Context: an optimization exercise on an open-source flow, tuned for small area and a short achievable clock period. The choices shown serve that exercise and are no tape-out recipe.
No run shown here included a check of the RTL's function; only the layout flow was run.
No activity file was given, so power comes from the tool's default toggle rates.

==> flow/design.v, too long to show whole: its modules and the start of the top module <==
// module dsp_27x27u: 2719 lines
// module mul_fa: 10 lines
// module mul_g0001: 8 lines
// module mul_g0010: 8 lines
// module mul_g0100: 8 lines
// module mul_g1000: 8 lines
// module mul_g1100: 8 lines
// module mul_g1110: 8 lines
// module mul_p001: 7 lines
// module mul_p010: 7 lines
// module mul_p100: 7 lines
// module mul_p110: 7 lines
// module mul_x3: 8 lines
// module mul_mj: 8 lines
module dsp_27x27u #(
    parameter LATENCY = 2,
    parameter AX_WIDTH = 27,
    parameter AY_WIDTH = 27,
    parameter RESULT_A_WIDTH = 54
) (
    input   clock,
    input   resetn,
    input   ivalid,
    input   iready,
    output  ovalid,
    output  oready,
    input [AX_WIDTH-1:0] ax,
    input [AY_WIDTH-1:0] ay,
    output [RESULT_A_WIDTH-1:0] resulta
);
  // ...
==> flow/run.sh <==
#!/bin/bash
# synth_recipe.tcl (not shown) runs the flow's synth.tcl, then flattens the netlist and writes it again
# the make line also repeats each setting of config.mk as NAME=value (left out here)
make -C /OpenROAD-flow-scripts/flow DESIGN_CONFIG=/design/flow/config.mk WORK_HOME=/design/flow/orfs CLKGATE_MAP_FILE= SYNTH_SCRIPT=/design/flow/synth_recipe.tcl finish
==> flow/config.mk <==
export PLATFORM = sky130hd
export DESIGN_NAME = dsp_27x27u
export DESIGN_NICKNAME = dsp_27x27u
export VERILOG_FILES = /design/flow/design.v
export SDC_FILE = /design/flow/constraint.sdc
export NUM_CORES = 4
export LEC_CHECK = 0
export CAP_MARGIN = 20
export CORE_MARGIN = 2
export CORE_UTILIZATION = 45
export SETUP_SLACK_MARGIN = 5.0
export SLEW_MARGIN = 20
export SYNTH_HIERARCHICAL = 1
export SYNTH_MINIMUM_KEEP_SIZE = 0
==> flow/constraint.sdc <==
create_clock -name core_clock -period 8.5 [get_ports {clock}]
set_input_delay 1.7000 -clock core_clock [delete_from_list [all_inputs] [get_ports {clock}]]
set_output_delay 1.7000 -clock core_clock [all_outputs]
set_load 0.01 [all_outputs]
==> impl_metrics.yaml, run 1 <==
die:
  io_pins: 114
  initial_core_util_pct: 45.3
job:
  maxCapViolCount: 0
synthesis:
  synthTopCellsByCount: "300 x xnor2_1, 224 x a221oi_1, 224 x a22o_1"
  synth_cells: 2236
  synthAdderAreaFrac_pct: 23.7
  synth-xor-area-share_pct: 22.4
  synth_area_per_cell_um2: 10.1
  synth_top_family_by_area: "compound AO/OA/AOI/OAI gates"
layout:
  nClkBuffers: 18
  nets: 2735
  n_antenna_cell: 0
  postLayoutCoreUtil_pct: 59.6
  final-clk-cell-share_pct: 2.06
  num-fill-cells: 4093
  buffer_area_share_pct: 14.5
  final_design_area_no_fill_um2: 29700
  largest-register: "x3r"
clock_network:
  cts_resized: 613
power_and_ir_drop:
  switchingPower_w: 0.00586
  pwr-share-comb_pct: 81.1
  powerSeq_w: 0.00183
critical_path:
  max_stage_delay_ns: 0.36
  critPathLaunch: "pr14"
  cp-start-kind: "flip-flop"
  path_cells: "a21oi_4, o21ai_4, a21oi_4, buf_6, o21ai_4, a21oi_2, inv_1, a21o_1, xor2_1, buf_2"
  path_class: "reg -> out"
  r2r_end: "pr32"
  r2r_slack_ns: 4.73
  cp_top_family: "compound AO/OA/AOI/OAI gates"
  critPathRequiredTime_ns: 6.80
global_route:
  grt_pass1_wl_mm: 121
  grt_use_met3_pct: 9.51
place:
  dp.final_hpwl_mm: 49.1
  dpl_cell_area_um2: 24100
sta:
  final_max_slew_viol_count: 0
  finalHoldViolCount: 0
worst_hold_path:
  hp-class: "reg -> reg"
  hold_depth: 1
run_status:
  status: "timing/DRC/antenna clean"
routing:
  dr_wl_met3_mm: 10.1
  drc: 0
  dr.pass1.iters: 10
==> run 2: changes to the inputs <==
--- a/flow/design.v
+++ b/flow/design.v
@@ -1888,389 +1888,348 @@
     mul_fa u_s458 (.a(pp9), .b(pp35), .c(pp61), .s(s458), .co(c459));
     assign s460 = c455 ^ s458;
     assign c461 = c455 & s458;
     mul_fa u_s462 (.a(negr[3]), .b(pp10), .c(pp36), .s(s462), .co(c463));
     mul_fa u_s464 (.a(pp62), .b(pp88), .c(c459), .s(s464), .co(c465));
     assign s466 = s462 ^ c461;
     assign c467 = s462 & c461;
     mul_fa u_s468 (.a(pp11), .b(pp37), .c(pp63), .s(s468), .co(c469));
-    mul_x3 ux_s470 (.a(pp89), .b(c463), .c(s468), .s(s470));
-    mul_mj um_s470 (.a(pp89), .b(c463), .c(s468), .co(c471));
-    assign s472 = s470 ^ c465;
-    assign c473 = s470 & c465;
+    mul_fa u_s470 (.a(pp89), .b(c463), .c(s468), .s(s470), .co(c471));
+    assign s472 = c465 ^ c467;
+    assign c473 = c465 & c467;
     mul_fa u_s474 (.a(pp12), .b(pp38), .c(pp64), .s(s474), .co(c475));
-    mul_x3 ux_s476 (.a(pp90), .b(c469), .c(s474), .s(s476));
-    mul_mj um_s476 (.a(pp90), .b(c469), .c(s474), .co(c477));
-    assign s478 = s476 ^ c471;
-    assign c479 = s476 & c471;
+    mul_fa u_s476 (.a(pp90), .b(c469), .c(s474), .s(s476), .co(c477));
+    assign s478 = c471 ^ s476;
+    assign c479 = c471 & s476;
     mul_fa u_s480 (.a(negr[4]), .b(pp13), .c(pp39), .s(s480), .co(c481));
     mul_fa u_s482 (.a(pp65), .b(pp91), .c(pp117), .s(s482), .co(c483));
-    mul_x3 ux_s484 (.a(c475), .b(s480), .c(s482), .s(s484));
-    mul_mj um_s484 (.a(c475), .b(s480), .c(s482), .co(c485));
-    assign s486 = s484 ^ c477;
-    assign c487 = s484 & c477;
+    mul_fa u_s484 (.a(c475), .b(s480), .c(s482), .s(s484), .co(c485));
+    assign s486 = c477 ^ s484;
+    assign c487 = c477 & s484;
     mul_fa u_s488 (.a(pp14), .b(pp40), .c(pp66), .s(s488), .co(c489));
     mul_fa u_s490 (.a(pp92), .b(pp118), .c(c481), .s(s490), .co(c491));
-    mul_x3 ux_s492 (.a(c483), .b(s488), .c(s490), .s(s492));
-    mul_mj um_s492 (.a(c483), .b(s488), .c(s490), .co(c493));
-    assign s494 = c485 ^ s492;
-    assign c495 = c485 & s492;
+    mul_fa u_s492 (.a(c483), .b(s488), .c(s490), .s(s492), .co(c493));
+    assign s494 = c485 ^ c487;
+    assign c495 = c485 & c487;
     mul_fa u_s496 (.a(pp15), .b(pp41), .c(pp67), .s(s496), .co(c497));
     mul_fa u_s498 (.a(pp93), .b(pp119), .c(c489), .s(s498), .co(c499));
-    mul_x3 ux_s500 (.a(s496), .b(c491), .c(s498), .s(s500));
-    mul_mj um_s500 (.a(s496), .b(c491), .c(s498), .co(c501));
-    assign s502 = s500 ^ c493;
-    assign c503 = s500 & c493;
+    mul_fa u_s500 (.a(s496), .b(c491), .c(s498), .s(s500), .co(c501));
+    assign s502 = c493 ^ s500;
+    assign c503 = c493 & s500;
     mul_fa u_s504 (.a(negr[5]), .b(pp16), .c(pp42), .s(s504), .co(c505));
     mul_fa u_s506 (.a(pp68), .b(pp94), .c(pp120), .s(s506), .co(c507));
     mul_fa u_s508 (.a(pp146), .b(c497), .c(s504), .s(s508), .co(c509));
-    mul_x3 ux_s510 (.a(s506), .b(c499), .c(s508), .s(s510));
+    mul_x3 ux_s510 (.a(c499), .b(s506), .c(s508), .s(s510));
     mul_mj um_s510 (.a(s506), .b(c499), .c(s508), .co(c511));
     assign s512 = s510 ^ c501;
     assign c513 = s510 & c501;
     mul_fa u_s514 (.a(pp17), .b(pp43), .c(pp69), .s(s514), .co(c515));
     mul_fa u_s516 (.a(pp95), .b(pp121), .c(pp147), .s(s516), .co(c517));
-    mul_x3 ux_s518 (.a(c505), .b(c507), .c(s514), .s(s518));
-    mul_mj um_s518 (.a(c505), .b(c507), .c(s514), .co(c519));
-    mul_x3 ux_s520 (.a(s516), .b(s518), .c(c509), .s(s520));
-    mul_mj um_s520 (.a(s516), .b(s518), .c(c509), .co(c521));
+    mul_fa u_s518 (.a(c505), .b(c507), .c(s514), .s(s518), .co(c519));
+    mul_x3 ux_s520 (.a(c509), .b(s516), .c(s518), .s(s520));
+    mul_mj um_s520 (.a(s516), .b(c509), .c(s518), .co(c521));
     assign s522 = s520 ^ c511;
     assign c523 = s520 & c511;
     mul_fa u_s524 (.a(pp18), .b(pp44), .c(pp70), .s(s524), .co(c525));
     mul_fa u_s526 (.a(pp96), .b(pp122), .c(pp148), .s(s526), .co(c527));
-    mul_x3 ux_s528 (.a(c515), .b(c517), .c(s524), .s(s528));
-    mul_mj um_s528 (.a(c515), .b(c517), .c(s524), .co(c529));
-    mul_x3 ux_s530 (.a(s526), .b(s528), .c(c519), .s(s530));
-    mul_mj um_s530 (.a(s526), .b(s528), .c(c519), .co(c531));
+    mul_fa u_s528 (.a(c515), .b(c517), .c(s524), .s(s528), .co(c529));
+    mul_x3 ux_s530 (.a(c519), .b(s526), .c(s528), .s(s530));
+    mul_mj um_s530 (.a(s526), .b(c519), .c(s528), .co(c531));
     assign s532 = s530 ^ c521;
     assign c533 = s530 & c521;
     mul_fa u_s534 (.a(negr[6]), .b(pp19), .c(pp45), .s(s534), .co(c535));
     mul_fa u_s536 (.a(pp71), .b(pp97), .c(pp123), .s(s536), .co(c537));
     mul_fa u_s538 (.a(pp149), .b(pp175), .c(c525), .s(s538), .co(c539));
-    mul_x3 ux_s540 (.a(c527), .b(s534), .c(s536), .s(s540));
-    mul_mj um_s540 (.a(c527), .b(s534), .c(s536), .co(c541));
-    mul_x3 ux_s542 (.a(s540), .b(s538), .c(c529), .s(s542));
-    mul_mj um_s542 (.a(s540), .b(s538), .c(c529), .co(c543));
-    assign s544 = s542 ^ c531;
-    assign c545 = s542 & c531;
+    mul_fa u_s540 (.a(c527), .b(s534), .c(s536), .s(s540), .co(c541));
+    mul_x3 ux_s542 (.a(c529), .b(s538), .c(s540), .s(s542));
+    mul_mj um_s542 (.a(s538), .b(c529), .c(s540), .co(c543));
+    assign s544 = c531 ^ s542;
+    assign c545 = c531 & s542;
     mul_fa u_s546 (.a(pp20), .b(pp46), .c(pp72), .s(s546), .co(c547));
     mul_fa u_s548 (.a(pp98), .b(pp124), .c(pp150), .s(s548), .co(c549));
     mul_fa u_s550 (.a(pp176), .b(c535), .c(c537), .s(s550), .co(c551));
-    mul_x3 ux_s552 (.a(s546), .b(s548), .c(c539), .s(s552));
-    mul_mj um_s552 (.a(s546), .b(s548), .c(c539), .co(c553));
-    mul_x3 ux_s554 (.a(c541), .b(s550), .c(s552), .s(s554));
+    mul_fa u_s552 (.a(s546), .b(s548), .c(c539), .s(s552), .co(c553));
+    mul_x3 ux_s554 (.a(s550), .b(c541), .c(s552), .s(s554));
     mul_mj um_s554 (.a(c541), .b(s550), .c(s552), .co(c555));
-    assign s556 = c543 ^ s554;
-    assign c557 = c543 & s554;
+    assign s556 = c543 ^ c545;
+    assign c557 = c543 & c545;
     mul_fa u_s558 (.a(pp21), .b(pp47), .c(pp73), .s(s558), .co(c559));
     mul_fa u_s560 (.a(pp99), .b(pp125), .c(pp151), .s(s560), .co(c561));
     mul_fa u_s562 (.a(pp177), .b(c547), .c(c549), .s(s562), .co(c563));
-    mul_x3 ux_s564 (.a(s558), .b(s560), .c(c551), .s(s564));
-    mul_mj um_s564 (.a(s558), .b(s560), .c(c551), .co(c565));
-    mul_x3 ux_s566 (.a(s562), .b(s564), .c(c553), .s(s566));
-    mul_mj um_s566 (.a(s562), .b(s564), .c(c553), .co(c567));
-    assign s568 = c555 ^ s566;
-    assign c569 = c555 & s566;
+    mul_fa u_s564 (.a(s558), .b(s560), .c(c551), .s(s564), .co(c565));
+    mul_x3 ux_s566 (.a(c553), .b(s562), .c(s564), .s(s566));
+    mul_mj um_s566 (.a(s562), .b(c553), .c(s564), .co(c567));
+    assign s568 = s566 ^ c555;
+    assign c569 = s566 & c555;
     mul_fa u_s570 (.a(negr[7]), .b(pp22), .c(pp48), .s(s570), .co(c571));
     mul_fa u_s572 (.a(pp74), .b(pp100), .c(pp126), .s(s572), .co(c573));
     mul_fa u_s574 (.a(pp152), .b(pp178), .c(pp204), .s(s574), .co(c575));
     mul_fa u_s576 (.a(c559), .b(c561), .c(s570), .s(s576), .co(c577));
-    mul_x3 ux_s578 (.a(s572), .b(s574), .c(c563), .s(s578));
-    mul_mj um_s578 (.a(s572), .b(s574), .c(c563), .co(c579));
-    mul_x3 ux_s580 (.a(s576), .b(s578), .c(c565), .s(s580));
-    mul_mj um_s580 (.a(s576), .b(s578), .c(c565), .co(c581));
+    mul_fa u_s578 (.a(s572), .b(s574), .c(c563), .s(s578), .co(c579));
+    mul_x3 ux_s580 (.a(c565), .b(s576), .c(s578), .s(s580));
+    mul_mj um_s580 (.a(s576), .b(c565), .c(s578), .co(c581));
     assign s582 = s580 ^ c567;
     assign c583 = s580 & c567;
     mul_fa u_s584 (.a(pp23), .b(pp49), .c(pp75), .s(s584), .co(c585));
     mul_fa u_s586 (.a(pp101), .b(pp127), .c(pp153), .s(s586), .co(c587));
     mul_fa u_s588 (.a(pp179), .b(pp205), .c(c571), .s(s588), .co(c589));
-    mul_x3 ux_s590 (.a(c573), .b(c575), .c(s584), .s(s590));
-    mul_mj um_s590 (.a(c573), .b(c575), .c(s584), .co(c591));
-    mul_x3 ux_s592 (.a(s586), .b(s590), .c(s588), .s(s592));
-    mul_mj um_s592 (.a(s586), .b(s590), .c(s588), .co(c593));
-    mul_x3 ux_s594 (.a(c577), .b(s592), .c(c579), .s(s594));
-    mul_mj um_s594 (.a(c577), .b(s592), .c(c579), .co(c595));
-    assign s596 = c581 ^ s594;
-    assign c597 = c581 & s594;
+    mul_fa u_s590 (.a(c573), .b(c575), .c(s584), .s(s590), .co(c591));
+    mul_fa u_s592 (.a(s586), .b(s588), .c(c577), .s(s592), .co(c593));
+    mul_x3 ux_s594 (.a(c579), .b(s590), .c(s592), .s(s594));
+    mul_mj um_s594 (.a(s590), .b(c579), .c(s592), .co(c595));
+    assign s596 = s594 ^ c581;
+    assign c597 = s594 & c581;
     mul_fa u_s598 (.a(pp24), .b(pp50), .c(pp76), .s(s598), .co(c599));
     mul_fa u_s600 (.a(pp102), .b(pp128), .c(pp154), .s(s600), .co(c601));
     mul_fa u_s602 (.a(pp180), .b(pp206), .c(c585), .s(s602), .co(c603));
-    mul_x3 ux_s604 (.a(c587), .b(s598), .c(s600), .s(s604));
-    mul_mj um_s604 (.a(c587), .b(s598), .c(s600), .co(c605));
-    mul_x3 ux_s606 (.a(c589), .b(s602), .c(c591), .s(s606));
-    mul_mj um_s606 (.a(c589), .b(s602), .c(c591), .co(c607));
-    mul_x3 ux_s608 (.a(s604), .b(c593), .c(s606), .s(s608));
+    mul_fa u_s604 (.a(c587), .b(s598), .c(s600), .s(s604), .co(c605));
+    mul_fa u_s606 (.a(c589), .b(s602), .c(c591), .s(s606), .co(c607));
+    mul_x3 ux_s608 (.a(c593), .b(s604), .c(s606), .s(s608));
     mul_mj um_s608 (.a(s604), .b(c593), .c(s606), .co(c609));
-    assign s610 = c595 ^ s608;
-    assign c611 = c595 & s608;
+    assign s610 = s608 ^ c595;
+    assign c611 = s608 & c595;
     mul_fa u_s612 (.a(negr[8]), .b(pp25), .c(pp51), .s(s612), .co(c613));
     mul_fa u_s614 (.a(pp77), .b(pp103), .c(pp129), .s(s614), .co(c615));
     mul_fa u_s616 (.a(pp155), .b(pp181), .c(pp207), .s(s616), .co(c617));
     mul_fa u_s618 (.a(pp233), .b(c599), .c(c601), .s(s618), .co(c619));
-    mul_x3 ux_s620 (.a(s612), .b(s614), .c(s616), .s(s620));
-    mul_mj um_s620 (.a(s612), .b(s614), .c(s616), .co(c621));
-    mul_x3 ux_s622 (.a(c603), .b(c605), .c(s620), .s(s622));
-    mul_mj um_s622 (.a(c603), .b(c605), .c(s620), .co(c623));
-    mul_x3 ux_s624 (.a(s618), .b(c607), .c(s622), .s(s624));
-    mul_mj um_s624 (.a(s618), .b(c607), .c(s622), .co(c625));
-    assign s626 = c609 ^ s624;
-    assign c627 = c609 & s624;
+    mul_fa u_s620 (.a(s612), .b(s614), .c(s616), .s(s620), .co(c621));
+    mul_x3 ux_s622 (.a(s618), .b(c603), .c(c605), .s(s622));
+    mul_mj um_s622 (.a(c603), .b(s618), .c(c605), .co(c623));
+    mul_x3 ux_s624 (.a(s622), .b(s620), .c(c607), .s(s624));
+    mul_mj um_s624 (.a(s620), .b(s622), .c(c607), .co(c625));
+    assign s626 = s624 ^ c609;
+    assign c627 = s624 & c609;
     mul_fa u_s628 (.a(pp26), .b(pp52), .c(pp78), .s(s628), .co(c629));
     mul_fa u_s630 (.a(pp104), .b(pp130), .c(pp156), .s(s630), .co(c631));
     mul_fa u_s632 (.a(pp182), .b(pp208), .c(pp234), .s(s632), .co(c633));
     mul_fa u_s634 (.a(c613), .b(c615), .c(c617), .s(s634), .co(c635));
-    mul_x3 ux_s636 (.a(s628), .b(s630), .c(s632), .s(s636));
-    mul_mj um_s636 (.a(s628), .b(s630), .c(s632), .co(c637));
-    mul_x3 ux_s638 (.a(c619), .b(c621), .c(s636), .s(s638));
-    mul_mj um_s638 (.a(c619), .b(c621), .c(s636), .co(c639));
-    mul_x3 ux_s640 (.a(s634), .b(c623), .c(s638), .s(s640));
-    mul_mj um_s640 (.a(s634), .b(c623), .c(s638), .co(c641));
-    assign s642 = c625 ^ s640;
-    assign c643 = c625 & s640;
+    mul_fa u_s636 (.a(s628), .b(s630), .c(s632), .s(s636), .co(c637));
+    mul_x3 ux_s638 (.a(c621), .b(c619), .c(s634), .s(s638));
+    mul_mj um_s638 (.a(c619), .b(c621), .c(s634), .co(c639));
+    mul_x3 ux_s640 (.a(c623), .b(s636), .c(s638), .s(s640));
+    mul_mj um_s640 (.a(s636), .b(c623), .c(s638), .co(c641));
+    assign s642 = s640 ^ c625;
+    assign c643 = s640 & c625;
     mul_fa u_s644 (.a(pp27), .b(pp53), .c(pp79), .s(s644), .co(c645));
     mul_fa u_s646 (.a(pp105), .b(pp131), .c(pp157), .s(s646), .co(c647));
     mul_fa u_s648 (.a(pp183), .b(pp209), .c(pp235), .s(s648), .co(c649));
     mul_fa u_s650 (.a(c629), .b(c631), .c(c633), .s(s650), .co(c651));
-    mul_x3 ux_s652 (.a(s644), .b(s646), .c(s648), .s(s652));
-    mul_mj um_s652 (.a(s644), .b(s646), .c(s648), .co(c653));
-    mul_x3 ux_s654 (.a(c635), .b(c637), .c(s652), .s(s654));
-    mul_mj um_s654 (.a(c635), .b(c637), .c(s652), .co(c655));
-    mul_x3 ux_s656 (.a(s650), .b(s654), .c(c639), .s(s656));
-    mul_mj um_s656 (.a(s650), .b(s654), .c(c639), .co(c657));
+    mul_fa u_s652 (.a(s644), .b(s646), .c(s648), .s(s652), .co(c653));
+    mul_x3 ux_s654 (.a(c637), .b(c635), .c(s650), .s(s654));
+    mul_mj um_s654 (.a(c635), .b(c637), .c(s650), .co(c655));
+    mul_x3 ux_s656 (.a(c639), .b(s652), .c(s654), .s(s656));
+    mul_mj um_s656 (.a(s652), .b(c639), .c(s654), .co(c657));
     assign s658 = c641 ^ s656;
     assign c659 = c641 & s656;
     mul_fa u_s660 (.a(pp262), .b(pp28), .c(pp54), .s(s660), .co(c661));
     mul_fa u_s662 (.a(pp80), .b(pp106), .c(pp132), .s(s662), .co(c663));
     mul_fa u_s664 (.a(pp158), .b(pp184), .c(pp210), .s(s664), .co(c665));
     mul_fa u_s666 (.a(pp236), .b(c645), .c(c647), .s(s666), .co(c667));
-    mul_x3 ux_s668 (.a(c649), .b(s660), .c(s662), .s(s668));
-    mul_mj um_s668 (.a(c649), .b(s660), .c(s662), .co(c669));
-    mul_x3 ux_s670 (.a(s664), .b(c651), .c(s668), .s(s670));
-    mul_mj um_s670 (.a(s664), .b(c651), .c(s668), .co(c671));
-    mul_x3 ux_s672 (.a(c653), .b(s666), .c(s670), .s(s672));
-    mul_mj um_s672 (.a(c653), .b(s666), .c(s670), .co(c673));
-    mul_x3 ux_s674 (.a(c655), .b(s672), .c(c657), .s(s674));
+    mul_fa u_s668 (.a(c649), .b(s660), .c(s662), .s(s668), .co(c669));
+    mul_x3 ux_s670 (.a(c651), .b(s664), .c(s666), .s(s670));
+    mul_mj um_s670 (.a(s664), .b(c651), .c(s666), .co(c671));
+    mul_x3 ux_s672 (.a(s668), .b(c653), .c(s670), .s(s672));
+    mul_mj um_s672 (.a(c653), .b(s668), .c(s670), .co(c673));
+    mul_x3 ux_s674 (.a(s672), .b(c655), .c(c657), .s(s674));
     mul_mj um_s674 (.a(c655), .b(s672), .c(c657), .co(c675));
     mul_fa u_s676 (.a(pp263), .b(pp29), .c(pp55), .s(s676), .co(c677));
     mul_fa u_s678 (.a(pp81), .b(pp107), .c(pp133), .s(s678), .co(c679));
     mul_fa u_s680 (.a(pp159), .b(pp185), .c(pp211), .s(s680), .co(c681));
     mul_fa u_s682 (.a(pp237), .b(c661), .c(c663), .s(s682), .co(c683));
-    mul_x3 ux_s684 (.a(c665), .b(s676), .c(s678), .s(s684));
-    mul_mj um_s684 (.a(c665), .b(s676), .c(s678), .co(c685));
-    mul_x3 ux_s686 (.a(s680), .b(c667), .c(s684), .s(s686));
-    mul_mj um_s686 (.a(s680), .b(c667), .c(s684), .co(c687));
-    mul_x3 ux_s688 (.a(c669), .b(s682), .c(s686), .s(s688));
-    mul_mj um_s688 (.a(c669), .b(s682), .c(s686), .co(c689));
-    mul_x3 ux_s690 (.a(c671), .b(s688), .c(c673), .s(s690));
+    mul_fa u_s684 (.a(c665), .b(s676), .c(s678), .s(s684), .co(c685));
+    mul_x3 ux_s686 (.a(c667), .b(s680), .c(c669), .s(s686));
+    mul_mj um_s686 (.a(s680), .b(c667), .c(c669), .co(c687));
+    mul_x3 ux_s688 (.a(s684), .b(s682), .c(s686), .s(s688));
+    mul_mj um_s688 (.a(s682), .b(s684), .c(s686), .co(c689));
+    mul_x3 ux_s690 (.a(s688), .b(c671), .c(c673), .s(s690));
     mul_mj um_s690 (.a(c671), .b(s688), .c(c673), .co(c691));
     assign s692 = ~(pp264 ^ ~negr[0]);
     assign c693 = pp264 | ~negr[0];
     mul_fa u_s694 (.a(pp56), .b(pp82), .c(pp108), .s(s694), .co(c695));
     mul_fa u_s696 (.a(pp134), .b(pp160), .c(pp186), .s(s696), .co(c697));
     mul_fa u_s698 (.a(pp212), .b(pp238), .c(s692), .s(s698), .co(c699));
     mul_fa u_s700 (.a(c677), .b(c679), .c(c681), .s(s700), .co(c701));
-    mul_x3 ux_s702 (.a(s694), .b(s696), .c(s698), .s(s702));
-    mul_mj um_s702 (.a(s694), .b(s696), .c(s698), .co(c703));
-    mul_x3 ux_s704 (.a(c683), .b(c685), .c(s702), .s(s704));
-    mul_mj um_s704 (.a(c683), .b(c685), .c(s702), .co(c705));
-    mul_x3 ux_s706 (.a(s700), .b(c687), .c(s704), .s(s706));
-    mul_mj um_s706 (.a(s700), .b(c687), .c(s704), .co(c707));
+    mul_fa u_s702 (.a(s694), .b(s696), .c(s698), .s(s702), .co(c703));
+    mul_x3 ux_s704 (.a(c685), .b(c683), .c(s700), .s(s704));
+    mul_mj um_s704 (.a(c683), .b(c685), .c(s700), .co(c705));
+    mul_x3 ux_s706 (.a(c687), .b(s702), .c(s704), .s(s706));
+    mul_mj um_s706 (.a(s702), .b(c687), .c(s704), .co(c707));
     assign s708 = c689 ^ s706;
     assign c709 = c689 & s706;
     assign s710 = ~(pp265 ^ pp57);
     assign c711 = pp265 | pp57;
     mul_fa u_s712 (.a(pp83), .b(pp109), .c(pp135), .s(s712), .co(c713));
     mul_fa u_s714 (.a(pp161), .b(pp187), .c(pp213), .s(s714), .co(c715));
     mul_fa u_s716 (.a(pp239), .b(c693), .c(s710), .s(s716), .co(c717));
     mul_fa u_s718 (.a(c695), .b(c697), .c(c699), .s(s718), .co(c719));
-    mul_x3 ux_s720 (.a(s712), .b(s714), .c(s716), .s(s720));
-    mul_mj um_s720 (.a(s712), .b(s714), .c(s716), .co(c721));
-    mul_x3 ux_s722 (.a(c701), .b(c703), .c(s720), .s(s722));
-    mul_mj um_s722 (.a(c701), .b(c703), .c(s720), .co(c723));
-    mul_x3 ux_s724 (.a(s718), .b(s722), .c(c705), .s(s724));
-    mul_mj um_s724 (.a(s718), .b(s722), .c(c705), .co(c725));
+    mul_fa u_s720 (.a(s712), .b(s714), .c(s716), .s(s720), .co(c721));
+    mul_x3 ux_s722 (.a(c703), .b(c701), .c(s718), .s(s722));
+    mul_mj um_s722 (.a(c701), .b(c703), .c(s718), .co(c723));
+    mul_x3 ux_s724 (.a(c705), .b(s720), .c(s722), .s(s724));
+    mul_mj um_s724 (.a(s720), .b(c705), .c(s722), .co(c725));
     assign s726 = c707 ^ s724;
     assign c727 = c707 & s724;
     assign s728 = ~(pp266 ^ pp58);
     assign c729 = pp266 | pp58;
     mul_fa u_s730 (.a(pp84), .b(pp110), .c(pp136), .s(s730), .co(c731));
     mul_fa u_s732 (.a(pp162), .b(pp188), .c(pp214), .s(s732), .co(c733));
     mul_fa u_s734 (.a(pp240), .b(c711), .c(s728), .s(s734), .co(c735));
-    mul_x3 ux_s736 (.a(c713), .b(c715), .c(s730), .s(s736));
-    mul_mj um_s736 (.a(c713), .b(c715), .c(s730), .co(c737));
-    mul_x3 ux_s738 (.a(s732), .b(c717), .c(s734), .s(s738));
-    mul_mj um_s738 (.a(s732), .b(c717), .c(s734), .co(c739));
-    mul_x3 ux_s740 (.a(s736), .b(c719), .c(s738), .s(s740));
-    mul_mj um_s740 (.a(s736), .b(c719), .c(s738), .co(c741));
-    mul_x3 ux_s742 (.a(c721), .b(s740), .c(c723), .s(s742));
-    mul_mj um_s742 (.a(c721), .b(s740), .c(c723), .co(c743));
-    assign s744 = s742 ^ c725;
-    assign c745 = s742 & c725;
+    mul_fa u_s736 (.a(c713), .b(c715), .c(s730), .s(s736), .co(c737));
+    mul_fa u_s738 (.a(s732), .b(c717), .c(s734), .s(s738), .co(c739));
+    mul_x3 ux_s740 (.a(s736), .b(c719), .c(c721), .s(s740));
+    mul_mj um_s740 (.a(c719), .b(s736), .c(c721), .co(c741));
+    mul_x3 ux_s742 (.a(c723), .b(s738), .c(s740), .s(s742));
+    mul_mj um_s742 (.a(s738), .b(c723), .c(s740), .co(c743));
+    assign s744 = c725 ^ s742;
+    assign c745 = c725 & s742;
     mul_fa u_s746 (.a(pp267), .b(~negr[1]), .c(pp85), .s(s746), .co(c747));
     mul_fa u_s748 (.a(pp111), .b(pp137), .c(pp163), .s(s748), .co(c749));
     mul_fa u_s750 (.a(pp189), .b(pp215), .c(pp241), .s(s750), .co(c751));
     mul_fa u_s752 (.a(c729), .b(c731), .c(c733), .s(s752), .co(c753));
-    mul_x3 ux_s754 (.a(s746), .b(s748), .c(s750), .s(s754));
-    mul_mj um_s754 (.a(s746), .b(s748), .c(s750), .co(c755));
-    mul_x3 ux_s756 (.a(c735), .b(c737), .c(s754), .s(s756));
-    mul_mj um_s756 (.a(c735), .b(c737), .c(s754), .co(c757));
-    mul_x3 ux_s758 (.a(s752), .b(c739), .c(s756), .s(s758));
-    mul_mj um_s758 (.a(s752), .b(c739), .c(s756), .co(c759));
-    mul_x3 ux_s760 (.a(c741), .b(s758), .c(c743), .s(s760));
+    mul_fa u_s754 (.a(s746), .b(s748), .c(s750), .s(s754), .co(c755));
+    mul_x3 ux_s756 (.a(c737), .b(c735), .c(s752), .s(s756));
+    mul_mj um_s756 (.a(c735), .b(c737), .c(s752), .co(c757));
+    mul_x3 ux_s758 (.a(c739), .b(s754), .c(s756), .s(s758));
+    mul_mj um_s758 (.a(s754), .b(c739), .c(s756), .co(c759));
+    mul_x3 ux_s760 (.a(s758), .b(c741), .c(c743), .s(s760));
     mul_mj um_s760 (.a(c741), .b(s758), .c(c743), .co(c761));
     assign s762 = ~(pp268 ^ pp86);
     assign c763 = pp268 | pp86;
     mul_fa u_s764 (.a(pp112), .b(pp138), .c(pp164), .s(s764), .co(c765));
     mul_fa u_s766 (.a(pp190), .b(pp216), .c(pp242), .s(s766), .co(c767));
     mul_fa u_s768 (.a(s762), .b(c747), .c(c749), .s(s768), .co(c769));
-    mul_x3 ux_s770 (.a(c751), .b(s764), .c(s766), .s(s770));
-    mul_mj um_s770 (.a(c751), .b(s764), .c(s766), .co(c771));
-    mul_x3 ux_s772 (.a(c753), .b(s768), .c(c755), .s(s772));
+    mul_fa u_s770 (.a(c751), .b(s764), .c(s766), .s(s770), .co(c771));
+    mul_x3 ux_s772 (.a(s768), .b(c753), .c(c755), .s(s772));
     mul_mj um_s772 (.a(c753), .b(s768), .c(c755), .co(c773));
-    mul_x3 ux_s774 (.a(s770), .b(s772), .c(c757), .s(s774));
-    mul_mj um_s774 (.a(s770), .b(s772), .c(c757), .co(c775));
-    assign s776 = s774 ^ c759;
-    assign c777 = s774 & c759;
+    mul_x3 ux_s774 (.a(c757), .b(s770), .c(s772), .s(s774));
+    mul_mj um_s774 (.a(s770), .b(c757), .c(s772), .co(c775));
+    assign s776 = c759 ^ s774;
+    assign c777 = c759 & s774;
     assign s778 = ~(pp269 ^ pp87);
     assign c779 = pp269 | pp87;
     mul_fa u_s780 (.a(pp113), .b(pp139), .c(pp165), .s(s780), .co(c781));
     mul_fa u_s782 (.a(pp191), .b(pp217), .c(pp243), .s(s782), .co(c783));
     mul_fa u_s784 (.a(c763), .b(s778), .c(c765), .s(s784), .co(c785));
-    mul_x3 ux_s786 (.a(c767), .b(s780), .c(s782), .s(s786));
-    mul_mj um_s786 (.a(c767), .b(s780), .c(s782), .co(c787));
-    mul_x3 ux_s788 (.a(c769), .b(s784), .c(c771), .s(s788));
+    mul_fa u_s786 (.a(c767), .b(s780), .c(s782), .s(s786), .co(c787));
+    mul_x3 ux_s788 (.a(s784), .b(c769), .c(c771), .s(s788));
     mul_mj um_s788 (.a(c769), .b(s784), .c(c771), .co(c789));
-    mul_x3 ux_s790 (.a(s786), .b(s788), .c(c773), .s(s790));
+    mul_x3 ux_s790 (.a(s788), .b(s786), .c(c773), .s(s790));
     mul_mj um_s790 (.a(s786), .b(s788), .c(c773), .co(c791));
-    assign s792 = s790 ^ c775;
-    assign c793 = s790 & c775;
+    assign s792 = c775 ^ s790;
+    assign c793 = c775 & s790;
     mul_fa u_s794 (.a(pp270), .b(~negr[2]), .c(pp114), .s(s794), .co(c795));
     mul_fa u_s796 (.a(pp140), .b(pp166), .c(pp192), .s(s796), .co(c797));
     mul_fa u_s798 (.a(pp218), .b(pp244), .c(c779), .s(s798), .co(c799));
     mul_fa u_s800 (.a(c781), .b(c783), .c(s794), .s(s800), .co(c801));
-    mul_x3 ux_s802 (.a(s796), .b(s798), .c(c785), .s(s802));
-    mul_mj um_s802 (.a(s796), .b(s798), .c(c785), .co(c803));
-    mul_x3 ux_s804 (.a(c787), .b(s800), .c(s802), .s(s804));
-    mul_mj um_s804 (.a(c787), .b(s800), .c(s802), .co(c805));
-    mul_x3 ux_s806 (.a(c789), .b(s804), .c(c791), .s(s806));
-    mul_mj um_s806 (.a(c789), .b(s804), .c(c791), .co(c807));
+    mul_fa u_s802 (.a(s796), .b(s798), .c(c785), .s(s802), .co(c803));
+    mul_x3 ux_s804 (.a(s800), .b(c787), .c(c789), .s(s804));
+    mul_mj um_s804 (.a(c787), .b(s800), .c(c789), .co(c805));
+    mul_x3 ux_s806 (.a(s804), .b(s802), .c(c791), .s(s806));
+    mul_mj um_s806 (.a(s802), .b(s804), .c(c791), .co(c807));
     assign s808 = ~(pp271 ^ pp115);
     assign c809 = pp271 | pp115;
     mul_fa u_s810 (.a(pp141), .b(pp167), .c(pp193), .s(s810), .co(c811));
     mul_fa u_s812 (.a(pp219), .b(pp245), .c(s808), .s(s812), .co(c813));
-    mul_x3 ux_s814 (.a(c795), .b(c797), .c(s810), .s(s814));
-    mul_mj um_s814 (.a(c795), .b(c797), .c(s810), .co(c815));
-    mul_x3 ux_s816 (.a(c799), .b(s812), .c(s814), .s(s816));
-    mul_mj um_s816 (.a(c799), .b(s812), .c(s814), .co(c817));
-    mul_x3 ux_s818 (.a(c801), .b(s816), .c(c803), .s(s818));
-    mul_mj um_s818 (.a(c801), .b(s816), .c(c803), .co(c819));
+    mul_fa u_s814 (.a(c795), .b(c797), .c(s810), .s(s814), .co(c815));
+    mul_fa u_s816 (.a(c799), .b(s812), .c(c801), .s(s816), .co(c817));
+    mul_x3 ux_s818 (.a(c803), .b(s814), .c(s816), .s(s818));
+    mul_mj um_s818 (.a(s814), .b(c803), .c(s816), .co(c819));
     assign s820 = c805 ^ s818;
     assign c821 = c805 & s818;
     assign s822 = ~(pp272 ^ pp116);
     assign c823 = pp272 | pp116;
     mul_fa u_s824 (.a(pp142), .b(pp168), .c(pp194), .s(s824), .co(c825));
     mul_fa u_s826 (.a(pp220), .b(pp246), .c(c809), .s(s826), .co(c827));
-    mul_x3 ux_s828 (.a(s822), .b(c811), .c(s824), .s(s828));
-    mul_mj um_s828 (.a(s822), .b(c811), .c(s824), .co(c829));
-    mul_x3 ux_s830 (.a(c813), .b(s826), .c(s828), .s(s830));
-    mul_mj um_s830 (.a(c813), .b(s826), .c(s828), .co(c831));
-    mul_x3 ux_s832 (.a(c815), .b(s830), .c(c817), .s(s832));
-    mul_mj um_s832 (.a(c815), .b(s830), .c(c817), .co(c833));
+    mul_fa u_s828 (.a(s822), .b(c811), .c(s824), .s(s828), .co(c829));
+    mul_fa u_s830 (.a(c813), .b(s826), .c(c815), .s(s830), .co(c831));
+    mul_x3 ux_s832 (.a(c817), .b(s828), .c(s830), .s(s832));
+    mul_mj um_s832 (.a(s828), .b(c817), .c(s830), .co(c833));
     assign s834 = s832 ^ c819;
     assign c835 = s832 & c819;
     mul_fa u_s836 (.a(pp273), .b(~negr[3]), .c(pp143), .s(s836), .co(c837));
     mul_fa u_s838 (.a(pp169), .b(pp195), .c(pp221), .s(s838), .co(c839));
     mul_fa u_s840 (.a(pp247), .b(c823), .c(c825), .s(s840), .co(c841));
-    mul_x3 ux_s842 (.a(s836), .b(s838), .c(c827), .s(s842));
-    mul_mj um_s842 (.a(s836), .b(s838), .c(c827), .co(c843));
-    mul_x3 ux_s844 (.a(s840), .b(c829), .c(s842), .s(s844));
+    mul_fa u_s842 (.a(s836), .b(s838), .c(c827), .s(s842), .co(c843));
+    mul_x3 ux_s844 (.a(c829), .b(s840), .c(s842), .s(s844));
     mul_mj um_s844 (.a(s840), .b(c829), .c(s842), .co(c845));
     mul_x3 ux_s846 (.a(c831), .b(s844), .c(c833), .s(s846));
-    mul_mj um_s846 (.a(c831), .b(s844), .c(c833), .co(c847));
+    mul_mj um_s846 (.a(s844), .b(c831), .c(c833), .co(c847));
     assign s848 = ~(pp274 ^ pp144);
     assign c849 = pp274 | pp144;
     mul_fa u_s850 (.a(pp170), .b(pp196), .c(pp222), .s(s850), .co(c851));
     mul_fa u_s852 (.a(pp248), .b(s848), .c(c837), .s(s852), .co(c853));
-    mul_x3 ux_s854 (.a(c839), .b(s850), .c(c841), .s(s854));
-    mul_mj um_s854 (.a(c839), .b(s850), .c(c841), .co(c855));
-    mul_x3 ux_s856 (.a(s852), .b(c843), .c(s854), .s(s856));
+    mul_fa u_s854 (.a(c839), .b(s850), .c(c841), .s(s854), .co(c855));
+    mul_x3 ux_s856 (.a(c843), .b(s852), .c(s854), .s(s856));
     mul_mj um_s856 (.a(s852), .b(c843), .c(s854), .co(c857));
     assign s858 = c845 ^ s856;
     assign c859 = c845 & s856;
     assign s860 = ~(pp275 ^ pp145);
     assign c861 = pp275 | pp145;
     mul_fa u_s862 (.a(pp171), .b(pp197), .c(pp223), .s(s862), .co(c863));
     mul_fa u_s864 (.a(pp249), .b(c849), .c(s860), .s(s864), .co(c865));
-    mul_x3 ux_s866 (.a(c851), .b(s862), .c(s864), .s(s866));
-    mul_mj um_s866 (.a(c851), .b(s862), .c(s864), .co(c867));
-    mul_x3 ux_s868 (.a(c853), .b(s866), .c(c855), .s(s868));
+    mul_fa u_s866 (.a(c851), .b(s862), .c(s864), .s(s866), .co(c867));
+    mul_x3 ux_s868 (.a(s866), .b(c853), .c(c855), .s(s868));
     mul_mj um_s868 (.a(c853), .b(s866), .c(c855), .co(c869));
-    assign s870 = c857 ^ s868;
-    assign c871 = c857 & s868;
+    assign s870 = s868 ^ c857;
+    assign c871 = s868 & c857;
     mul_fa u_s872 (.a(pp276), .b(~negr[4]), .c(pp172), .s(s872), .co(c873));
     mul_fa u_s874 (.a(pp198), .b(pp224), .c(pp250), .s(s874), .co(c875));
     mul_fa u_s876 (.a(c861), .b(c863), .c(s872), .s(s876), .co(c877));
-    mul_x3 ux_s878 (.a(s874), .b(c865), .c(s876), .s(s878));
+    mul_x3 ux_s878 (.a(c865), .b(s874), .c(s876), .s(s878));
     mul_mj um_s878 (.a(s874), .b(c865), .c(s876), .co(c879));
-    mul_x3 ux_s880 (.a(c867), .b(s878), .c(c869), .s(s880));
+    mul_x3 ux_s880 (.a(s878), .b(c867), .c(c869), .s(s880));
     mul_mj um_s880 (.a(c867), .b(s878), .c(c869), .co(c881));
     assign s882 = ~(pp277 ^ pp173);
     assign c883 = pp277 | pp173;
     mul_fa u_s884 (.a(pp199), .b(pp225), .c(pp251), .s(s884), .co(c885));
     mul_fa u_s886 (.a(s882), .b(c873), .c(c875), .s(s886), .co(c887));
-    mul_x3 ux_s888 (.a(s884), .b(c877), .c(s886), .s(s888));
-    mul_mj um_s888 (.a(s884), .b(c877), .c(s886), .co(c889));
-    assign s890 = s888 ^ c879;
-    assign c891 = s888 & c879;
+    mul_fa u_s888 (.a(s884), .b(c877), .c(s886), .s(s888), .co(c889));
+    assign s890 = c879 ^ s888;
+    assign c891 = c879 & s888;
     assign s892 = ~(pp278 ^ pp174);
     assign c893 = pp278 | pp174;
     mul_fa u_s894 (.a(pp200), .b(pp226), .c(pp252), .s(s894), .co(c895));
     mul_fa u_s896 (.a(c883), .b(s892), .c(c885), .s(s896), .co(c897));
-    mul_x3 ux_s898 (.a(s894), .b(c887), .c(s896), .s(s898));
-    mul_mj um_s898 (.a(s894), .b(c887), .c(s896), .co(c899));
-    assign s900 = s898 ^ c889;
-    assign c901 = s898 & c889;
+    mul_fa u_s898 (.a(s894), .b(c887), .c(s896), .s(s898), .co(c899));
+    assign s900 = c889 ^ s898;
+    assign c901 = c889 & s898;
     mul_fa u_s902 (.a(pp279), .b(~negr[5]), .c(pp201), .s(s902), .co(c903));
     mul_fa u_s904 (.a(pp227), .b(pp253), .c(c893), .s(s904), .co(c905));
-    mul_x3 ux_s906 (.a(c895), .b(s902), .c(s904), .s(s906));
-    mul_mj um_s906 (.a(c895), .b(s902), .c(s904), .co(c907));
-    mul_x3 ux_s908 (.a(c897), .b(s906), .c(c899), .s(s908));
+    mul_fa u_s906 (.a(c895), .b(s902), .c(s904), .s(s906), .co(c907));
+    mul_x3 ux_s908 (.a(s906), .b(c897), .c(c899), .s(s908));
     mul_mj um_s908 (.a(c897), .b(s906), .c(c899), .co(c909));
     assign s910 = ~(pp280 ^ pp202);
     assign c911 = pp280 | pp202;
     mul_fa u_s912 (.a(pp228), .b(pp254), .c(s910), .s(s912), .co(c913));
-    mul_x3 ux_s914 (.a(c903), .b(c905), .c(s912), .s(s914));
-    mul_mj um_s914 (.a(c903), .b(c905), .c(s912), .co(c915));
-    assign s916 = s914 ^ c907;
-    assign c917 = s914 & c907;
+    mul_fa u_s914 (.a(c903), .b(c905), .c(s912), .s(s914), .co(c915));
+    assign s916 = c907 ^ s914;
+    assign c917 = c907 & s914;
     assign s918 = ~(pp281 ^ pp203);
     assign c919 = pp281 | pp203;
     mul_fa u_s920 (.a(pp229), .b(pp255), .c(c911), .s(s920), .co(c921));
-    mul_x3 ux_s922 (.a(s918), .b(c913), .c(s920), .s(s922));
-    mul_mj um_s922 (.a(s918), .b(c913), .c(s920), .co(c923));
-    assign s924 = s922 ^ c915;
-    assign c925 = s922 & c915;
+    mul_fa u_s922 (.a(s918), .b(c913), .c(s920), .s(s922), .co(c923));
+    assign s924 = c915 ^ s922;
+    assign c925 = c915 & s922;
     mul_fa u_s926 (.a(pp282), .b(~negr[6]), .c(pp230), .s(s926), .co(c927));
     mul_fa u_s928 (.a(pp256), .b(c919), .c(s926), .s(s928), .co(c929));
-    mul_x3 ux_s930 (.a(c921), .b(s928), .c(c923), .s(s930));
+    mul_x3 ux_s930 (.a(s928), .b(c921), .c(c923), .s(s930));
     mul_mj um_s930 (.a(c921), .b(s928), .c(c923), .co(c931));
     assign s932 = ~(pp283 ^ pp231);
     assign c933 = pp283 | pp231;
     mul_fa u_s934 (.a(pp257), .b(s932), .c(c927), .s(s934), .co(c935));
     assign s936 = c929 ^ s934;
     assign c937 = c929 & s934;
     assign s938 = ~(pp284 ^ pp232);
     assign c939 = pp284 | pp232;
     mul_fa u_s940 (.a(pp258), .b(c933), .c(s938), .s(s940), .co(c941));
     assign s942 = s940 ^ c935;
     assign c943 = s940 & c935;
     mul_fa u_s944 (.a(pp285), .b(~negr[7]), .c(pp259), .s(s944), .co(c945));
-    mul_x3 ux_s946 (.a(c939), .b(s944), .c(c941), .s(s946));
-    mul_mj um_s946 (.a(c939), .b(s944), .c(c941), .co(c947));
+    mul_fa u_s946 (.a(c939), .b(s944), .c(c941), .s(s946), .co(c947));
     assign s948 = ~(pp286 ^ pp260);
     assign c949 = pp286 | pp260;
     assign s950 = s948 ^ c945;
     assign c951 = s948 & c945;
     assign s952 = ~(pp287 ^ pp261);
     assign c953 = pp287 | pp261;
     assign s954 = c949 ^ s952;
     assign c955 = c949 & s952;
@@ -2286,18 +2245,18 @@
     assign lp966 = s450 ^ s452;
     assign lg967 = s450 & s452;
     assign lp968 = s454 ^ s456;
     assign lg969 = s454 & s456;
     assign lp970 = c457 ^ s460;
     assign lg971 = c457 & s460;
     assign lp972 = s464 ^ s466;
     assign lg973 = s464 & s466;
-    assign lp974 = c467 ^ s472;
-    assign lg975 = c467 & s472;
+    assign lp974 = s470 ^ s472;
+    assign lg975 = s470 & s472;
     assign lp976 = c473 ^ s478;
     assign lg977 = c473 & s478;
     assign pp978 = pp3 & pp2;
     mul_g0001 u_pg979 (.gh(lg963), .ph(lp962), .gl(lg961), .go(pg979));
     mul_p001 u_pp980 (.ph(lp962), .pl(lp960), .po(pp980));
     mul_g0001 u_pg981 (.gh(lg967), .ph(lp966), .gl(lg965), .go(pg981));
     mul_p001 u_pp982 (.ph(lp966), .pl(lp964), .po(pp982));
     mul_g0001 u_pg983 (.gh(lg971), .ph(lp970), .gl(lg969), .go(pg983));
@@ -2337,30 +2296,30 @@
     assign lowsum[7] = lp968 ^ ~pg996;
     assign lowsum[8] = lp970 ^ pg1006;
     assign lowsum[9] = lp972 ^ pg1001;
     assign lowsum[10] = lp974 ^ ~pg1007;
     assign lowsum[11] = lp976 ^ pg1002;
     assign lowsum[12] = ~pg1008;
     assign cp1009 = c479 ^ s486;
     assign cg1010 = c479 & s486;
-    assign cp1011 = c487 ^ s494;
-    assign cg1012 = c487 & s494;
+    assign cp1011 = s492 ^ s494;
+    assign cg1012 = s492 & s494;
     assign cp1013 = c495 ^ s502;
     assign cg1014 = c495 & s502;
     assign cp1015 = c503 ^ s512;
     assign cg1016 = c503 & s512;
     assign cp1017 = c513 ^ s522;
     assign cg1018 = c513 & s522;
     assign cp1019 = c523 ^ s532;
     assign cg1020 = c523 & s532;
     assign cp1021 = c533 ^ s544;
     assign cg1022 = c533 & s544;
-    assign cp1023 = c545 ^ s556;
-    assign cg1024 = c545 & s556;
+    assign cp1023 = s554 ^ s556;
+    assign cg1024 = s554 & s556;
     assign cp1025 = c557 ^ s568;
     assign cg1026 = c557 & s568;
     assign cp1027 = c569 ^ s582;
     assign cg1028 = c569 & s582;
     assign cp1029 = c583 ^ s596;
     assign cg1030 = c583 & s596;
     assign cp1031 = c597 ^ s610;
     assign cg1032 = c597 & s610;
==> flow/config.mk (replaced) <==
export PLATFORM = sky130hd
export DESIGN_NAME = dsp_27x27u
export DESIGN_NICKNAME = dsp_27x27u
export VERILOG_FILES = /design/flow/design.v
export SDC_FILE = /design/flow/constraint.sdc
export NUM_CORES = 4
export LEC_CHECK = 0
export CAP_MARGIN = 20
export CORE_MARGIN = 2
export CORE_UTILIZATION = 45
export SETUP_SLACK_MARGIN = 4.8
export SLEW_MARGIN = 20
export SYNTH_HIERARCHICAL = 1
export SYNTH_MINIMUM_KEEP_SIZE = 0
==> run 2 against run 1 <==
  * Still clean on timing, DRC and antenna
  * Die area decreased by 2.7%
  * Design area decreased by 10%
  * Worst hold slack got worse by 0.0051 ns
  * Maximum frequency decreased by 0.24%
  * Via count decreased by 7.0%
  * Global-route usage decreased by 1.2 points
  * Total power decreased by 18%
==> impl_metrics.yaml, run 2 <==
synthesis:
  synth_area_per_cell_um2: 9.99
  ys_async_sr_fraction_pct: 0
  synth-edff-count: 0
  synth_area_leader_cell: "dfxtp_1"
  ys.flop_type: "dfxtp_1"
  synthTopCellsByCount: "300 x xnor2_1, 224 x a221oi_1, 224 x a22o_1"
  yosysUniqueCellTypes: 34
  synth_cells: 2195
  synth.top_cell.area_share_pct: 17.9
  syn_area_um2: 21900
  synthMostInstantiatedCell: "xnor2_1"
  yosys-top-cells-area: "dfxtp_1 18%, fa_1 14%, xnor2_1 12%, ha_1 9.6%, a221oi_1 9.0%"
  synth-seq-cells: 196
  yosysWarningCount: 8
  synth_seq_area_share_pct: 17.9
global_route:
  grt_overflow: 0
  grt_pass1_wl_mm: 112
  grt_max_degree: 57
  grt_pass1_vias: 18200
  antenna_found_initial: 0
  grtUsageTotal_pct: 29.1
place:
  place_ws_ns: 3.88
  port_buffers: 108
  dp.final_hpwl_mm: 47.7
  place_congestion: 0.914
clock_network:
  cts_tree: "built"
  cts_hold_buffers: 0
  cts.path.max_buffers: 2
  numCtsBuffers: 17
  cts_max_level: 4
  clk_latency_ns: 0.48
  clock-sinks: 196
  clkTransAtPathRegs_ns: 0.08
  clock_tree.root_cell: "clkbuf_16"
layout:
  drive_gt1_share_pct: 33.2
  nets: 2612
  largest_reg_flops: 29
  n_antenna_cell: 0
  largest-register: "x3r"
  mostFrequentLayoutCells: "289 x xnor2_1, 224 x a22o_1, 165 x ha_1"
  top_regs: "x3r: 29 flops, xr: 26 flops, lowr: 13 flops"
  num-fill-cells: 4217
  final_common_cell: "xnor2_1"
  area_growth_pct: 21.7
routing:
  vias: 18400
  drc: 0
  drtAntennaViolNets: 0
  vias_per_cell: 6.45
  wirelength_mm: 75.1
  drt_iter0_drc: 2209
  dr.pass1.iters: 10
  wire_per_inst_um: 26.3
sta:
  fin_crit_ns: 4.05
  relSlewSlack_pct: 55.5
  fin_skew_ns: 0.0149
  whs_ns: 0.788
  final_max_slew_viol_count: 0
  timing.final.crit_share_pct: 47.6
  finalHoldViolCount: 0
  rsz0062_at_grt: "true"
  worst_pin_slew_ns: 0.667
  fin_ws_ns: 4.45
  fmax_ghz: 0.247
  setup_viol: 0
  fin_setup_tns_ns: 0
die:
  die_w_um: 225
  io_pins: 114
  die_h_um: 225
  num_rows: 80
  die_area_um2: 50500
  initial_core_util_pct: 45.7
  core_area_um2: 47900
critical_path:
  path_cells: "a21oi_4, buf_6, inv_2, a21o_4, inv_4, o21ai_4, a21oi_4, inv_1, a21o_1, xor2_1, buf_2"
  path_class: "reg -> out"
  max_stage_delay_ns: 0.34
  endpoint_kind: "primary output"
  cp_slowest_cell: "dfxtp_2"
  cp_max_fo: 3
  cp_data_arrival_time_ns: 2.35
  cp_top_family: "compound AO/OA/AOI/OAI gates"
  r2r_slack_ns: 4.82
  critical_path_buf_inv_count: 5
  cpMostUsedCell: "a21oi_4"
  critPathRequiredTime_ns: 6.80
  cp-start-kind: "flip-flop"
job:
  maxCapViolCount: 0
power_and_ir_drop:
  vdd_drop_max_uv: 262
  power_w: 0.0114
  power.density_nw_per_um2: 428
  leakagePower_nw: 10.7
worst_hold_path:
  hp-class: "reg -> reg"
run_status:
  status: "timing/DRC/antenna clean"
-- run 2: repair_timing --
| action | CTS | global route |
|---|---|---|
| pin swaps | 95 | 110 |
| endpoints found under the setup margin | 99 | 90 |
| gates cloned | 3 | 5 |
| gates resized for setup | 418 | 257 |
| setup buffers | 54 | 28 |
-- run 2: metal layers --
layer,share of wire (%),track usage [%],up-vias
met1,41,39.0,8958
met5,0,0,-
met3,13,10.2,227
li1,-,-,8066
met2,42,42.5,1184
met4,4.1,12.0,0
-- run 2: kinds of logic (layout without fill, tap and decap cells) --
logic type / after synthesis / after routing / share of synthesized area (%)
AO/OA/AOI/OAI: 692 / 692 / 26.6
XOR/XNOR: 386 / 386 / 18.6
adder cells (fa/ha/maj): 368 / 368 / 26.0
buffers and inverters: 363 / 412 / 6.44
flip-flops: 196 / 196 / 17.9
multiplexers: 8 / 8 / 0.411
other: 1 / 2 / 0.0171
AND/OR/NAND/NOR: 181 / 181 / 4.12
-- run 2: per-stage QoR --
| step | cells | cell area [um2] | util, % |
|---|---|---|---|
| after CTS | 2827 | 25200 | 52.6 |
| after global placement | 2738 | 23300 | 48.6 |
| final | 2860 | 26700 | 55.6 |
| after detailed placement | 2738 | 23300 | 48.6 |
| after floorplan | 2196 | 21900 | - |
| after global routing | 2860 | 26700 | 55.6 |
-- run 2: cell type report --
cell class,instances,area [um2],share of cell area [%]
tap,615,769,2.88
clock buffer,18,429,1.61
multi-input combinational,1637,18000,67.6
clock inverter,14,188,0.704
timing repair buffer,266,2740,10.3
sequential,196,4080,15.3
inverter,114,443,1.66
-- run 2: worst paths after layout --
kind	start	to	cells past startpoint
worst min register to register	negr[0]	lowr[0]	1
worst max-delay path	pr12	resulta[42]	11
worst max register to register	xr[10]	pr26	10
worst min-delay path	negr[0]	lowr[0]	1
-- run 2: modules after synthesis, one instance, submodules excluded, a selection --
module	flip-flops and latches	cell area, um2
mul_p100	0	13.8
mul_p110	0	3.75
mul_g1110	0	5.00
mul_fa	0	20.0
mul_p001	0	3.75
mul_g1100	0	12.5
mul_x3	0	23.8
mul_mj	0	11.3
mul_g0010	0	11.3
-- run 2: where the power goes --
part	internal, W	switching [W]
Clock	0.000424	0.000403
Combinational	0.00468	0.00409
Sequential	0.00140	0.000415

-- separate check: timing with driven ports --
The results above use ideal ports. As a check the final layouts listed here were re-extracted and re-timed, cells and wires unchanged.
Step 1 assumes that a clkbuf_16 drives the clock port and a buf_2 every other input.
Step 2 times the ports against the registers' clock, not the clock port: input delays grow and output delays shrink by t, the midpoint of the rising clock arrivals with the driver on.
Three values: ideal, step 1, step 2; two values: the first two.
| run | t (ns) | slack for setup (ns) | hold slack, ns | worst register clock-pin slew, ns | cell pins on the clock port's net |
|---|---|---|---|---|---|
| run 1 | 0.525 | 4.463 / 4.409 / 4.541 | 0.793 / 0.793 / 0.793 | 0.08 / 0.08 | 1 |
| run 2 | 0.520 | 4.453 / 4.401 / 4.494 | 0.788 / 0.788 / 0.788 | 0.08 / 0.08 | 1 |
After both steps every run listed still meets setup and hold.
